This is an optimization exercise on Yosys and OpenROAD, whose aim is small area, not a production implementation. Only simulation tests tie the RTL to the original design; equivalence was not proved. Treat power and IR drop as tool artefacts here; the default activity estimate runs too high for this design.

==> inputs of delta <==
==> flow/design.v (excerpt) <==
module TopLevel(Clk, Rst, v0, v1, imem_addr, imem_data, dmem_addr, dmem_wdata, dmem_we, dmem_re, dmem_rdata, sad_re, sad_addr, sad_rdata);
clock: 20.0 ns
lec_check: 0
cap_margin: 20
core_margin: 2
core_utilization: 55
cts_buf_list: sky130_fd_sc_hd__clkbuf_8
cts_cluster_size: 25
place_density: 0.7
slew_margin: 20
run.sh (not shown) runs the stock make flow with config.mk's settings and CLKGATE_MAP_FILE= SYNTH_SCRIPT=/design/flow/synth_recipe.tcl, a recipe that flattens the netlist after the stock synthesis.
==> inputs of lagoon, as changes to delta <==
--- a/flow/design.v
+++ b/flow/design.v
@@ -1800,28 +1800,30 @@
   end else if (go) begin
     Instr_D <= imem_data;
     fl_D <= 1'b0;
   end
 end
-reg [31:0] rs_E, rt_E, Hi_E, Lo_E, PC4_E;
+reg [31:0] rs_E, rt_E, Hi_E, Lo_E;
 reg [15:0] se_E;
 reg        sehi_E;
 reg [4:0]  aop_E;
 reg        asrc_E, hlz_E, mw_E, mr_E, mas_E, m2r_E, jal_E, smadd_E, hlwb_E,
            wdh_E, wdl_E, rsm_E, ssel_E, smem_E, minrw_E;
 reg [1:0]  bits_E, srw_E;
 always @(posedge Clk) begin
+  rs_E <= c_Jal ? PC4_D : rs_D;    
+  rt_E <= rt_D; Hi_E <= Hi; Lo_E <= Lo;
+  se_E <= SE_D[15:0]; sehi_E <= se_hi;
+  ds_E <= dest_D;
+end
+always @(posedge Clk) begin
   if (Rst) begin
-    rs_E <= 0; rt_E <= 0; Hi_E <= 0; Lo_E <= 0; PC4_E <= 0; se_E <= 0; sehi_E <= 0;
     aop_E <= 0; asrc_E <= 0; hlz_E <= 0; mw_E <= 0; mr_E <= 0; mas_E <= 0; m2r_E <= 0;
     jal_E <= 0; smadd_E <= 0; hlwb_E <= 0; wdh_E <= 0; wdl_E <= 0; rsm_E <= 0;
     ssel_E <= 0; smem_E <= 0; minrw_E <= 0; bits_E <= 0; srw_E <= 0;
-    rw_E <= 0; ds_E <= 0;
+    rw_E <= 0;
   end else begin
-    rs_E <= rs_D; rt_E <= rt_D; Hi_E <= Hi; Lo_E <= Lo; PC4_E <= PC4_D;
-    se_E <= SE_D[15:0]; sehi_E <= se_hi;
-    ds_E <= dest_D;
     aop_E   <= go ? c_ALUOp : 5'b11011;
     asrc_E  <= go & c_ALUSrc;
     hlz_E   <= go & c_HiLoZero;
     mw_E    <= go & c_MemWrite;
     mr_E    <= go & c_MemRead;
@@ -1893,25 +1895,27 @@
   endcase
 end
 wire [31:0] readHiLo = (go & c_HiLoSel) ? Hi_E : Lo_E;
 wire [63:0] madd = isMul ? fused : {32'd0, aluLo};
 wire        altp_E = hlwb_E | smadd_E | jal_E;
-wire [31:0] lo_X = hlwb_E ? readHiLo : smadd_E ? madd[31:0] : jal_E ? PC4_E : aluLo;
+wire [31:0] lo_X = hlwb_E ? readHiLo : smadd_E ? madd[31:0] : jal_E ? rs_E : aluLo;
 wire [31:0] hs_X = mw_E ? rt_E : madd[63:32];
 reg [31:0] lo_M, hs_M;
 reg        mw_M, mr_M, m2r_M, wdh_M, wdl_M, ssel_M, smem_M, minrw_M;
 reg [1:0]  bits_M, srw_M;
 always @(posedge Clk) begin
+  lo_M <= lo_X; hs_M <= hs_X; ds_M <= ds_E;
+end
+always @(posedge Clk) begin
   if (Rst) begin
-    lo_M <= 0; hs_M <= 0; mw_M <= 0; mr_M <= 0; m2r_M <= 0; wdh_M <= 0; wdl_M <= 0;
-    ssel_M <= 0; smem_M <= 0; minrw_M <= 0; bits_M <= 0; srw_M <= 0; rw_M <= 0; ds_M <= 0;
+    mw_M <= 0; mr_M <= 0; m2r_M <= 0; wdh_M <= 0; wdl_M <= 0;
+    ssel_M <= 0; smem_M <= 0; minrw_M <= 0; bits_M <= 0; srw_M <= 0; rw_M <= 0;
   end else begin
-    lo_M <= lo_X; hs_M <= hs_X;
     mw_M <= mw_E; mr_M <= mr_E; m2r_M <= m2r_E & ~altp_E;
     wdh_M <= wdh_E; wdl_M <= wdl_E; ssel_M <= ssel_E; smem_M <= smem_E; minrw_M <= minrw_E;
     bits_M <= altp_E ? 2'b00 : bits_E;
-    srw_M <= srw_E; rw_M <= rw_E; ds_M <= ds_E;
+    srw_M <= srw_E; rw_M <= rw_E;
   end
 end
 assign dmem_addr  = lo_M[16:2];
 assign dmem_wdata = hs_M;
 assign dmem_we    = mw_M;
@@ -1963,32 +1967,29 @@
 reg        us_1, us_2, us_3, us_W;
 reg        mn_1, mn_2, mn_3, mn_W;
 reg [31:0] sp_1, sp_2, sp_W;      
 reg [31:0] MINr, minv_W;
 always @(posedge Clk) begin
+  wd_1 <= wd_X1; wd_2 <= wd_1; wd_3 <= wd_2; wd_W <= wd_3;
+  hi_1 <= hs_M;  hi_2 <= hi_1; hi_3 <= hi_2; hi_W <= hi_3;
+  ds_1 <= ds_M; ds_2 <= ds_1; ds_3 <= ds_2; ds_W <= ds_3;
+  sp_1 <= sadS; sp_2 <= sp_1; sp_W <= sp_2;
+  minv_W <= MINr;
+end
+always @(posedge Clk) begin
   if (Rst) begin
-    wd_1 <= 0; wd_2 <= 0; wd_3 <= 0; wd_W <= 0;
-    hi_1 <= 0; hi_2 <= 0; hi_3 <= 0; hi_W <= 0;
     wdh_1 <= 0; wdh_2 <= 0; wdh_3 <= 0; wdh_W <= 0;
     wdl_1 <= 0; wdl_2 <= 0; wdl_3 <= 0; wdl_W <= 0;
     us_1 <= 0; us_2 <= 0; us_3 <= 0; us_W <= 0;
     mn_1 <= 0; mn_2 <= 0; mn_3 <= 0; mn_W <= 0;
     rw_1 <= 0; rw_2 <= 0; rw_3 <= 0; rw_W <= 0;
-    ds_1 <= 0; ds_2 <= 0; ds_3 <= 0; ds_W <= 0;
-    sp_1 <= 0; sp_2 <= 0; sp_W <= 0;
-    minv_W <= 0;
   end else begin
-    wd_1 <= wd_X1; wd_2 <= wd_1; wd_3 <= wd_2; wd_W <= wd_3;
-    hi_1 <= hs_M;  hi_2 <= hi_1; hi_3 <= hi_2; hi_W <= hi_3;
     wdh_1 <= wdh_M; wdh_2 <= wdh_1; wdh_3 <= wdh_2; wdh_W <= wdh_3;
     wdl_1 <= wdl_M; wdl_2 <= wdl_1; wdl_3 <= wdl_2; wdl_W <= wdl_3;
     us_1 <= usad_X1; us_2 <= us_1; us_3 <= us_2; us_W <= us_3;
     mn_1 <= minrw_M; mn_2 <= mn_1; mn_3 <= mn_2; mn_W <= mn_3;
     rw_1 <= rw_M; rw_2 <= rw_1; rw_3 <= rw_2; rw_W <= rw_3;
-    ds_1 <= ds_M; ds_2 <= ds_1; ds_3 <= ds_2; ds_W <= ds_3;
-    sp_1 <= sadS; sp_2 <= sp_1; sp_W <= sp_2;
-    minv_W <= MINr;
   end
 end
 wire [31:0] cmp  = (sp_W <= minv_W) ? sp_W : minv_W;
 wire [31:0] WD   = us_W ? cmp : wd_W;
 always @(posedge Clk) begin
==> flow/config.mk (replaced) <==
export PLATFORM = sky130hd
export DESIGN_NAME = TopLevel
export DESIGN_NICKNAME = TopLevel
export VERILOG_FILES = /design/flow/design.v
export SDC_FILE = /design/flow/constraint.sdc
export NUM_CORES = 4
export LEC_CHECK = 0
export CAP_MARGIN = 20
export CORE_MARGIN = 2
export CORE_UTILIZATION = 30
export PLACE_DENSITY = 0.45
export SLEW_MARGIN = 20
==> inputs of willow, as changes to delta <==
==> flow/config.mk (replaced) <==
export PLATFORM = sky130hd
export DESIGN_NAME = TopLevel
export DESIGN_NICKNAME = TopLevel
export VERILOG_FILES = /design/flow/design.v
export SDC_FILE = /design/flow/constraint.sdc
export NUM_CORES = 4
export LEC_CHECK = 0
export CAP_MARGIN = 20
export CORE_MARGIN = 2
export CORE_UTILIZATION = 30
export PLACE_DENSITY = 0.45
export SLEW_MARGIN = 20
==> qor summary <==
Power Internal: delta 93.8 mW; lagoon 112 mW; willow 95.2 mW
Largest driver fanout on the critical path: delta 11; lagoon 19; willow 8
Fmax achieved: delta 0.0514 GHz; lagoon 0.0517 GHz; willow 0.0516 GHz
Number of buffers and inverters on the critical path: delta 7; lagoon 6; willow 5
Non-CTS inverters: delta 1640; lagoon 1669; willow 1640
Setup Slack @ Placement: delta 402 ps; lagoon 511 ps; willow 257 ps
Worst R2R Start: delta Fr[12][0]; lagoon Fr[4][0]; willow Fr[7][0]
Post-Route M1 WL: delta 279000 um; lagoon 375000 um; willow 369000 um
Cell area after placement: delta 204000 sq um; lagoon 207000 sq um; willow 209000 sq um
Endpoint of the most critical setup path: delta sp_1[23]; lagoon sp_1[30]; willow sp_1[28]
Number of standard cells in the layout, taps in and fillers out: delta 24600; lagoon 28300; willow 28300
Run status: delta no timing/DRC/antenna violations; lagoon no timing/DRC/antenna violations; willow no timing/DRC/antenna violations
Syn Area/Cell: delta 9.82 sq um; lagoon 9.74 sq um; willow 9.82 sq um
Flip-flop and latch count: delta 2928; lagoon 2896; willow 2928
Cts bufs inserted: delta 462; lagoon 347; willow 354
Number of different library cells in the post-synthesis netlist: delta 95; lagoon 100; willow 95
Worst stage delay on the critical path: delta 620 ps; lagoon 630 ps; willow 640 ps
Total power per unit cell area: delta 1040 nW/um^2; lagoon 1240 nW/um^2; willow 1020 nW/um^2

what the ideal ports hide:
Ports are ideal in the flow. The routed layouts listed here were re-timed in OpenROAD. Step 1, drivers: a clkbuf_16 drives Clk and a buf_2 each remaining input, both assumed. Step 2 also shifts input and output timing later by t, the mid clock arrival at the registers, as if the neighbouring blocks saw the same clock. a / b / c = ideal / step 1 / step 2; a / b = the first two.
run	t (ns)	setup slack, ns	slew at the worst register clock pin (ns)
delta	1.196	0.542 / 0.542 / 0.542	0.08 / 0.08
lagoon	1.078	0.641 / 0.641 / 0.641	0.10 / 0.10
willow	1.123	0.636 / 0.636 / 0.636	0.09 / 0.09
After both steps setup and hold are still met in every run listed.
